Background: an optimization exercise with open tools, aiming at a short achievable clock period and few clock cycles. Do not read the settings as production practice.
Function not checked in this run: the RTL went through the layout flow alone.
No activity file was given, so power comes from the tool's default toggle rates.

$ cat design/flow/constraint.sdc
create_clock -name core_clock -period 10.5 [get_ports {CLK}]
set_input_delay 2.1000 -clock core_clock [delete_from_list [all_inputs] [get_ports {CLK}]]
set_output_delay 2.1000 -clock core_clock [all_outputs]
set_load 0.01 [all_outputs]
$ cat design/flow/design.v
module risc_v #(
    parameter                      DATA_WIDTH     = 32,
    parameter                      OP_WIDTH       = 7,
    parameter                      FUNCT3_WIDTH   = 3,
    parameter                      ADDRESS_WIDTH = 5,
    parameter                      IMM_SRC_WIDTH  = 3,
    parameter                      ALU_CTRL_WIDTH = 4,
    parameter                      RES_SRC_WIDTH = 2,
    parameter                      FORWARD_WIDTH = 2,
    parameter                      MEM_ADDRESS_WIDTH = 17,
    parameter                      BYTE_WIDTH = 8
)(
    input  logic                   CLK, RST,
    input  logic [ADDRESS_WIDTH-1:0]  address_to_view,
    output logic [DATA_WIDTH-1:0]  a0, reg_output,
    output logic [DATA_WIDTH-1:0]  pc_viewer,
    input  logic [DATA_WIDTH-1:0]  instr,
    output logic [MEM_ADDRESS_WIDTH-1:0] dmem_addr,
    output logic [DATA_WIDTH-1:0]  dmem_wdata,
    output logic [3:0]             dmem_we,
    input  logic [DATA_WIDTH-1:0]  dmem_rdata
);
    logic [31:0] PCF;
    logic        validD;
    logic [31:0] InstrD, PCD, PCPlus4D;
    logic        regwriteE, isLoadE, isStoreE, isBrE, isJalrE, predTE, k1E;
    logic [4:0]  rdE;
    logic [2:0]  f3E;
    logic        fAME, fAWE, fBME, fBWE, fSME, fSWE;
    logic [31:0] RD1E, OpBE, SDataE, ConstE, AltPCE;
    logic        rAddE, rSubE, rSllE, rSrE, rSltE, rSltuE, rXorE, rOrE, rAndE, rConstE, sraE;
    logic        regwriteM, isLoadM;
    logic [4:0]  rdM;
    logic [2:0]  f3M;
    logic [3:0]  weM;
    logic [31:0] ResultM, WdataM;
    logic        regwriteW;
    logic [4:0]  rdW;
    logic [31:0] ResultW;
    logic [31:0] regs [1:31];
    logic [4:0]  viewA;
    logic [31:0] viewR;
    logic [31:0] PCPlus4F, PCNextF;
    assign PCPlus4F  = PCF + 32'd4;
    assign pc_viewer = PCF;
    logic [4:0]  op;
    logic [2:0]  f3D;
    logic [4:0]  rs1, rs2, rdD;
    logic        isLUI, isAUIPC, isJAL, isJALR, isBR, isLD, isST, isOPI, isOP;
    logic [31:0] immI, immS, immB, immU, immJ;
    assign op  = InstrD[6:2];
    assign f3D = InstrD[14:12];
    assign rs1 = InstrD[19:15];
    assign rs2 = InstrD[24:20];
    assign rdD = InstrD[11:7];
    assign isLUI   = (op == 5'b01101);
    assign isAUIPC = (op == 5'b00101);
    assign isJAL   = (op == 5'b11011);
    assign isJALR  = (op == 5'b11001);
    assign isBR    = (op == 5'b11000);
    assign isLD    = (op == 5'b00000);
    assign isST    = (op == 5'b01000);
    assign isOPI   = (op == 5'b00100);
    assign isOP    = (op == 5'b01100);
    assign immI = {{20{InstrD[31]}}, InstrD[31:20]};
    assign immS = {{20{InstrD[31]}}, InstrD[31:25], InstrD[11:7]};
    assign immB = {{19{InstrD[31]}}, InstrD[31], InstrD[7], InstrD[30:25], InstrD[11:8], 1'b0};
    assign immU = {InstrD[31:12], 12'b0};
    assign immJ = {{11{InstrD[31]}}, InstrD[31], InstrD[19:12], InstrD[20], InstrD[30:21], 1'b0};
    logic usesRs1, usesRs2, writesRd, regwriteD, useImm;
    assign usesRs1  = ~(isLUI | isAUIPC | isJAL);
    assign usesRs2  = isBR | isST | isOP;
    assign writesRd = ~(isBR | isST) & (rdD != 5'd0);
    assign regwriteD = validD & writesRd;
    assign useImm   = ~(isOP | isBR);
    logic [31:0] RD1D, RD2D;
    assign RD1D = (rs1 == 5'd0) ? 32'd0 :
                  (regwriteW && rdW == rs1) ? ResultW : regs[rs1];
    assign RD2D = (rs2 == 5'd0) ? 32'd0 :
                  (regwriteW && rdW == rs2) ? ResultW : regs[rs2];
    logic loadUse;
    assign loadUse = validD & isLoadE &
                     ((usesRs1 & (rs1 == rdE)) | (usesRs2 & (rs2 == rdE)));
    logic [31:0] ConstD;
    assign ConstD = isLUI ? immU : (isAUIPC ? PCD + immU : PCPlus4D);
    logic        jalrFuse, predTD, redirRawD;
    logic [31:0] baseD, offD, TargetD;
    assign jalrFuse  = isJALR & ((rs1 == 5'd0) | (rConstE & regwriteE & (rdE == rs1)));
    assign predTD    = isBR & InstrD[31];
    assign redirRawD = validD & (isJAL | jalrFuse | predTD);
    assign baseD     = isJALR ? ((rs1 == 5'd0) ? 32'd0 : ConstE) : PCD;
    assign offD      = isJAL ? immJ : (isBR ? immB : immI);
    assign TargetD   = (baseD + offD) & ~32'd1;
    logic brTrivD, k1D;
    assign brTrivD = (immB == 32'd4);
    assign k1D     = (immB == 32'd8);
    logic [31:0] A, B, SD;
    assign A  = fAME ? ResultM : (fAWE ? ResultW : RD1E);
    assign B  = fBME ? ResultM : (fBWE ? ResultW : OpBE);
    assign SD = fSME ? ResultM : (fSWE ? ResultW : SDataE);
    logic [31:0] sum, diff, sll, sr;
    logic        borrow, eq, ltu, lt;
    assign sum = A + B;
    assign {borrow, diff} = {1'b0, A} - {1'b0, B};
    assign eq  = (A == B);
    assign ltu = borrow;
    assign lt  = (A[31] ^ B[31]) ? A[31] : borrow;
    assign sll = A << B[4:0];
    assign sr  = $unsigned($signed({sraE & A[31], A}) >>> B[4:0]);
    logic [31:0] ExResultE;
    assign ExResultE = ({32{rAddE}}  & sum)
                     | ({32{rSubE}}  & diff)
                     | ({32{rSllE}}  & sll)
                     | ({32{rSrE}}   & sr)
                     | ({32{rSltE}}  & {31'd0, lt})
                     | ({32{rSltuE}} & {31'd0, ltu})
                     | ({32{rXorE}}  & (A ^ B))
                     | ({32{rOrE}}   & (A | B))
                     | ({32{rAndE}}  & (A & B))
                     | ({32{rConstE}} & ConstE);
    logic taken, redirE, killD;
    logic [31:0] redirPC;
    assign taken  = f3E[2] ? ((f3E[1] ? ltu : lt) ^ f3E[0]) : (eq ^ f3E[0]);
    assign redirE = (isBrE & (taken ^ predTE) & ~(k1E & taken)) | isJalrE;
    assign killD  = isBrE & k1E & taken;
    assign redirPC = isJalrE ? {sum[31:1], 1'b0} : AltPCE;
    logic [3:0] weE;
    assign weE = ~isStoreE ? 4'b0000 :
                 (f3E[1:0] == 2'b00) ? 4'b0001 :
                 (f3E[1:0] == 2'b01) ? 4'b0011 : 4'b1111;
    logic [31:0] LoadData;
    always_comb
        case (f3M)
            3'b000:  LoadData = {{24{dmem_rdata[7]}}, dmem_rdata[7:0]};
            3'b001:  LoadData = {{16{dmem_rdata[15]}}, dmem_rdata[15:0]};
            3'b100:  LoadData = {24'd0, dmem_rdata[7:0]};
            3'b101:  LoadData = {16'd0, dmem_rdata[15:0]};
            default: LoadData = dmem_rdata;
        endcase
    assign dmem_addr  = ResultM[MEM_ADDRESS_WIDTH-1:0];
    assign dmem_wdata = WdataM;
    assign dmem_we    = weM;
    logic redirD, bubbleE;
    assign redirD  = redirRawD & ~loadUse & ~redirE & ~killD;
    assign bubbleE = redirE | killD | loadUse | ~validD;
    assign PCNextF = redirE  ? redirPC :
                     loadUse ? PCF :
                     redirD  ? TargetD : PCPlus4F;
    always_ff @(posedge CLK) begin
        if (RST) PCF <= 32'd0;
        else     PCF <= PCNextF;
        if (RST | redirE | redirD) validD <= 1'b0;
        else if (!loadUse)         validD <= 1'b1;
        if (!loadUse) begin
            InstrD   <= instr;
            PCD      <= PCF;
            PCPlus4D <= PCPlus4F;
        end
        if (RST | bubbleE) begin
            regwriteE <= 1'b0;
            isLoadE   <= 1'b0;
            isStoreE  <= 1'b0;
            isBrE     <= 1'b0;
            isJalrE   <= 1'b0;
            rConstE   <= 1'b0;
        end else begin
            regwriteE <= writesRd;
            isLoadE   <= isLD & writesRd;
            isStoreE  <= isST;
            isBrE     <= isBR & ~brTrivD;
            isJalrE   <= isJALR & ~jalrFuse;
            rConstE   <= isLUI | isAUIPC | isJAL | isJALR;
        end
        rdE    <= rdD;
        f3E    <= f3D;
        predTE <= predTD;
        k1E    <= k1D;
        fAME   <= regwriteE & (rdE == rs1);
        fAWE   <= regwriteM & (rdM == rs1);
        fBME   <= ~useImm & regwriteE & (rdE == rs2);
        fBWE   <= ~useImm & regwriteM & (rdM == rs2);
        fSME   <= regwriteE & (rdE == rs2);
        fSWE   <= regwriteM & (rdM == rs2);
        RD1E   <= RD1D;
        OpBE   <= useImm ? (isST ? immS : immI) : RD2D;
        SDataE <= RD2D;
        ConstE <= ConstD;
        AltPCE <= predTD ? PCPlus4D : TargetD;
        rAddE  <= isLD | isST | ((isOP | isOPI) & f3D == 3'b000 & ~(isOP & InstrD[30]));
        rSubE  <= isOP & f3D == 3'b000 & InstrD[30];
        rSllE  <= (isOP | isOPI) & f3D == 3'b001;
        rSltE  <= (isOP | isOPI) & f3D == 3'b010;
        rSltuE <= (isOP | isOPI) & f3D == 3'b011;
        rXorE  <= (isOP | isOPI) & f3D == 3'b100;
        rSrE   <= (isOP | isOPI) & f3D == 3'b101;
        rOrE   <= (isOP | isOPI) & f3D == 3'b110;
        rAndE  <= (isOP | isOPI) & f3D == 3'b111;
        sraE   <= InstrD[30];
        if (RST) begin
            regwriteM <= 1'b0;
            weM       <= 4'b0000;
        end else begin
            regwriteM <= regwriteE;
            weM       <= weE;
        end
        isLoadM <= isLoadE;
        rdM     <= rdE;
        f3M     <= f3E;
        ResultM <= ExResultE;
        WdataM  <= SD;
        if (RST) regwriteW <= 1'b0;
        else     regwriteW <= regwriteM;
        rdW     <= rdM;
        ResultW <= isLoadM ? LoadData : ResultM;
        if (regwriteW) regs[rdW] <= ResultW;
        viewA <= address_to_view;
        viewR <= (viewA == 5'd0) ? 32'd0 : regs[viewA];
    end
    assign a0         = regs[10];
    assign reg_output = viewR;
endmodule
$ cat design/flow/run.sh
#!/bin/bash
# synth_recipe.tcl (not shown) runs the flow's synth.tcl, then flattens the netlist and writes it again
# the make line also repeats each setting of config.mk as NAME=value (left out here)
make -C /OpenROAD-flow-scripts/flow DESIGN_CONFIG=/design/flow/config.mk WORK_HOME=/design/flow/orfs CLKGATE_MAP_FILE= SYNTH_SCRIPT=/design/flow/synth_recipe.tcl finish
$ cat design/flow/config.mk
export PLATFORM = sky130hd
export DESIGN_NAME = risc_v
export DESIGN_NICKNAME = risc_v
export VERILOG_FILES = /design/flow/design.v
export SDC_FILE = /design/flow/constraint.sdc
export NUM_CORES = 4
export LEC_CHECK = 0
export ABC_CLOCK_PERIOD_IN_PS = 2500
export CAP_MARGIN = 20
export CORE_MARGIN = 2
export CORE_UTILIZATION = 40
export SETUP_SLACK_MARGIN = 0.2
export SLEW_MARGIN = 20
==> run summary <==
where the power goes:
group	switching [uW]	internal, uW
clock network	2530	3360
registers	202	6490
logic	1620	891
routing by layer:
metal	share of wire [%]	global-route usage (%)	vias to the layer above
met1	37	38.3	30900
met4	6.5	17.0	2
met3	10	5.38	673
met5	0.0054	0	-
li1	-	-	24900
met2	46	46.5	3885
kinds of logic after synthesis:
kind of cell,synth area share (%)
DFF,49.1
AOI/OAI and AO/OA,11.4
and+or+nand+nor,6.45
muxes,26.1
buffers and inverters,3.20
adders and majority gates,2.34
xor gates and xnor gates,1.43
registers in the layout, indices dropped and copies added (netlist names), 3 cells and up, named ones only:
register  count
SDataE       32
viewR        32
ResultM      32
AltPCE       32
RD1E         32
WdataM       32
ResultW      32
PCPlus4D     30
f3E           3
PCF          32
ConstE       32
viewA         5
rdW           5
rdE           5
regs        992
OpBE         32
rdM           5
PCD          32
f3M           3
InstrD       30
weM           3
worst max-delay path: cells and delay by family (launching register included):
family | cells | cell delay, ps
AO/OA/AOI/OAI | 11 | 3800
buffers and inverters | 3 | 1450
adder cells (fa/ha/maj) | 1 | 750
XOR/XNOR | 1 | 370
flip-flops | 1 | 320
multiplexers | 1 | 250
AND/OR/NAND/NOR | 1 | 130
stage by stage:
step	cells	instance area [sq um]
3_3_place_gp	8810	87000
5_1_grt	9123	92600
3_5_place_dp	8813	87100
6_report	9126	92600
2_1_floorplan	6270	81900
4_1_cts	9115	92600
how the worst max path moves through the flow:
stage / start / to / slack [ps] / cells after the start
after floorplan: ResultW[0]$_DFF_P_ / PCF[24]$_SDFFE_PP0P_ / 4980 / 21
after global placement: fBWE$_DFF_P_ / PCF[31]$_SDFFE_PP0P_ / 3500 / 17
after detailed placement: fBWE$_DFF_P_ / ResultM[30]$_DFF_P_ / 3470 / 18
after CTS: fBWE$_DFF_P_ / ResultM[30]$_DFF_P_ / 3400 / 18
after global routing: fBWE$_DFF_P_ / ResultM[30]$_DFF_P_ / 2980 / 18
final: fBWE$_DFF_P_ / ResultM[30]$_DFF_P_ / 3260 / 18
cells in the mapped netlist, drive strengths merged, types with 19 or more instances:
library cell	instances
edfxtp	1084
mux4	739
nand2	483
nor2	424
dfxtp	382
clkbuf	381
mux2i	370
a21oi	367
o21ai	317
a211oi	187
buf	151
ha	147
inv	135
mux2	91
xnor2	81
a221oi	77
nor3	70
nand3	66
o21a	58
xor2	53
o211ai	51
a21o	48
o221ai	43
a31oi	38
a22o	35
and3	31
o21bai	30
nor2b	24
o31ai	19
final cells by class:
cell class,count,area [sq um]
Timing Repair Buffer,387,3560
Tap cell,2688,3360
Multi-Input combinational cell,4131,39400
Clock buffer,226,4550
Inverter,141,532
Sequential cell,1466,40300
Antenna cell,11,27.5
Clock inverter,76,918
Fill cell,18200,112000
==> summary.md <==
| Metric | Value |
|---|---|
| Outcome | `timing/DRC/antenna clean` |
| Final #Nets | `6513` |
| Setup TNS Final | `0 ps` |
| Placer congestion estimate | `0.989` |
| DRT Pass-1 Iters | `6` |
| Root Driver | `clkbuf_16` |
| Slowest cell on crit path | `clkinv_1` |
| P per Cell Area | `163 nW/um^2` |
| Die area | `208000 sq um` |
| Ranking of synthesized cells by area | `edfxtp_1 (40%), mux4_2 (20%), dfxtp_1 (9.3%)` |
| Most frequent cells in the layout | `edfxtp_1 (1084), mux4_2 (739), nand2_1 (481)` |
| DRT Wirelength | `between 300 and 400 mm` |
| CP Capture Type | `register` |
| Fin. Hold Viols | `0` |
| CTS Hold Bufs | `0` |
| Mapped Avg Cell Area | `13.1 sq um` |
| First-pass GRT wire length | `439 mm` |
| Synth async-reset ratio | `0%` |
| Worst hold slack | `between 300 and 400 ps` |
| Worst-Margin Slew | `between 1000 and 1500 ps` |
| Number of clock sinks | `approximately 1500` |
| Maximum capacitance violations | `0` |
| Final period util | `about 69%` |
| Pin count of the biggest net entering global routing | `about 120` |
| Synth-to-Final Area Change | `13.0%` |
| DR iter-0 viols | `8414` |
| Worst hold path class | `register to register` |
| Clock buffer count from CTS | `164` |
| R2r startpoint | `fBWE$_DFF_P_` |
| Row count | `around 170` |
| Vias in the first global route | `58700` |
| HP Start | `isLoadE$_SDFF_PP0_` |
| Startpoint Class | `register` |
| Gate Count Post-Synth | `6270` |
| Reg2reg end | `ResultM[30]$_DFF_P_` |
| RSZ-0062 raised after global routing | `false` |
| Fin crit period | `a little over 7000 ps` |
| Die width | `457 um` |
| Worst R2R Setup Slack | `3260 ps` |
| WL/cell | `34.5 um` |
| Initial Util | `40.1%` |
| # Post-CTS Setup Buffers | `0` |
| #FFs+latches synth | `~1500` |
| Dpl ws | `about 3500 ps` |
| Detailed-route DRC error count | `0` |
| Max Freq | `approximately 140 MHz` |
| Leak | `about 0.032 uW` |
| IR drop worst, VDD | `0.170 mV` |
| Final setup violation count | `0` |
| Max H-tree Level | `4` |
| Worst clock skew | `slightly above 60 ps` |
| Library cells used by synthesis | `92` |
| Crit-path cells | `buf_4, mux2i_1, o21a_2, clkinv_1, fa_1, a21oi_1, o21bai_1, a2111oi_0, o21bai_1, a221o_1, a211oi_1, o31ai_1, buf_4, a41o_1, a311oi_1, xnor2_1, a221oi_1, nand3_1` |
| Sequential share of the synthesized area | `49.1%` |
| Top cell type's share of synthesized area | `39.7%` |
| Ys Warns | `1` |
| Yosys top cell by area | `edfxtp_1` |
| Clk latency of the worst-skew pair | `850 ps` |
| # IOs | `220` |
| Clock-pin slew on the worst setup and hold paths | `60 ps` |
| Floorplan core area | `204000 sq um` |
| CTS resizes | `0` |
| Final Power | `15100 uW` |
| Crit-path max cell delay | `790 ps` |
| CP required | `~11000 ps` |
| Half-perimeter wire length after placement | `204 mm` |
| Worst endpoint data arrival time | `7920 ps` |
| Global route overflow | `0` |
| Die Height | `457 um` |
| Port Buf Inserts | `217` |
| Rel. slew slack | `20.0%` |
| Setup CP Type | `register to register` |
| Mapped Area | `81900 sq um` |
| Initial antenna violation count | `12` |
| Commonest non-fill, non-tap cell in the layout | `edfxtp_1` |
| Proportion of layout cells with a drive suffix above 1 | `20.9%` |
| GRT Util Overall | `between 20% and 30%` |
| Main flop type after synthesis | `edfxtp_1` |
| CP Max Fanout | `32` |
| Core Util, Final | `roughly 45%` |
| Vias after detailed routing | `60300` |
| Endpoint, Worst Hold | `isLoadM$_DFF_P_` |
| Deepest clock path buffer count | `3` |
| Mapped Nets | `between 6000 and 7000` |
| Number of synthesized flops with an enable pin | `1084` |
| Via-to-Cell Ratio | `around 6.6` |
| Reg2reg path depth | `18` |
| Hold Path Stages | `0` |
| Final ANT Viol Nets | `0` |
| Worst Setup Slack, final | `3260 ps` |
| CTS tree | `done` |
| Final Max Slew Viols | `0` |

-- what the ideal ports hide --
The results above use ideal ports. As a check the final layout listed here was re-extracted and re-timed, cells and wires unchanged. Step 1 assumes that a clkbuf_16 drives the clock port and a buf_2 every other input. Step 2 moves the port delays by t, midway between the first and last clock arrival at a register: inputs arrive t later, outputs are due t later. That takes back most of the time a late clock gives input paths. Slacks: no drivers / after step 1 / after step 2; pairs: no drivers / after step 1.
t (ns): 0.912
slack for setup (ns): 3.264 / 3.264 / 3.264
worst setup path after step 2: register to register
worst slew at a driven data input, ns: 0.09
cell pins on the clock port's net: 1
After both steps this run still meets setup and hold. For this run, drivers alone change the setup slack by 0.000 ns; drivers and shift together by 0.000 ns.
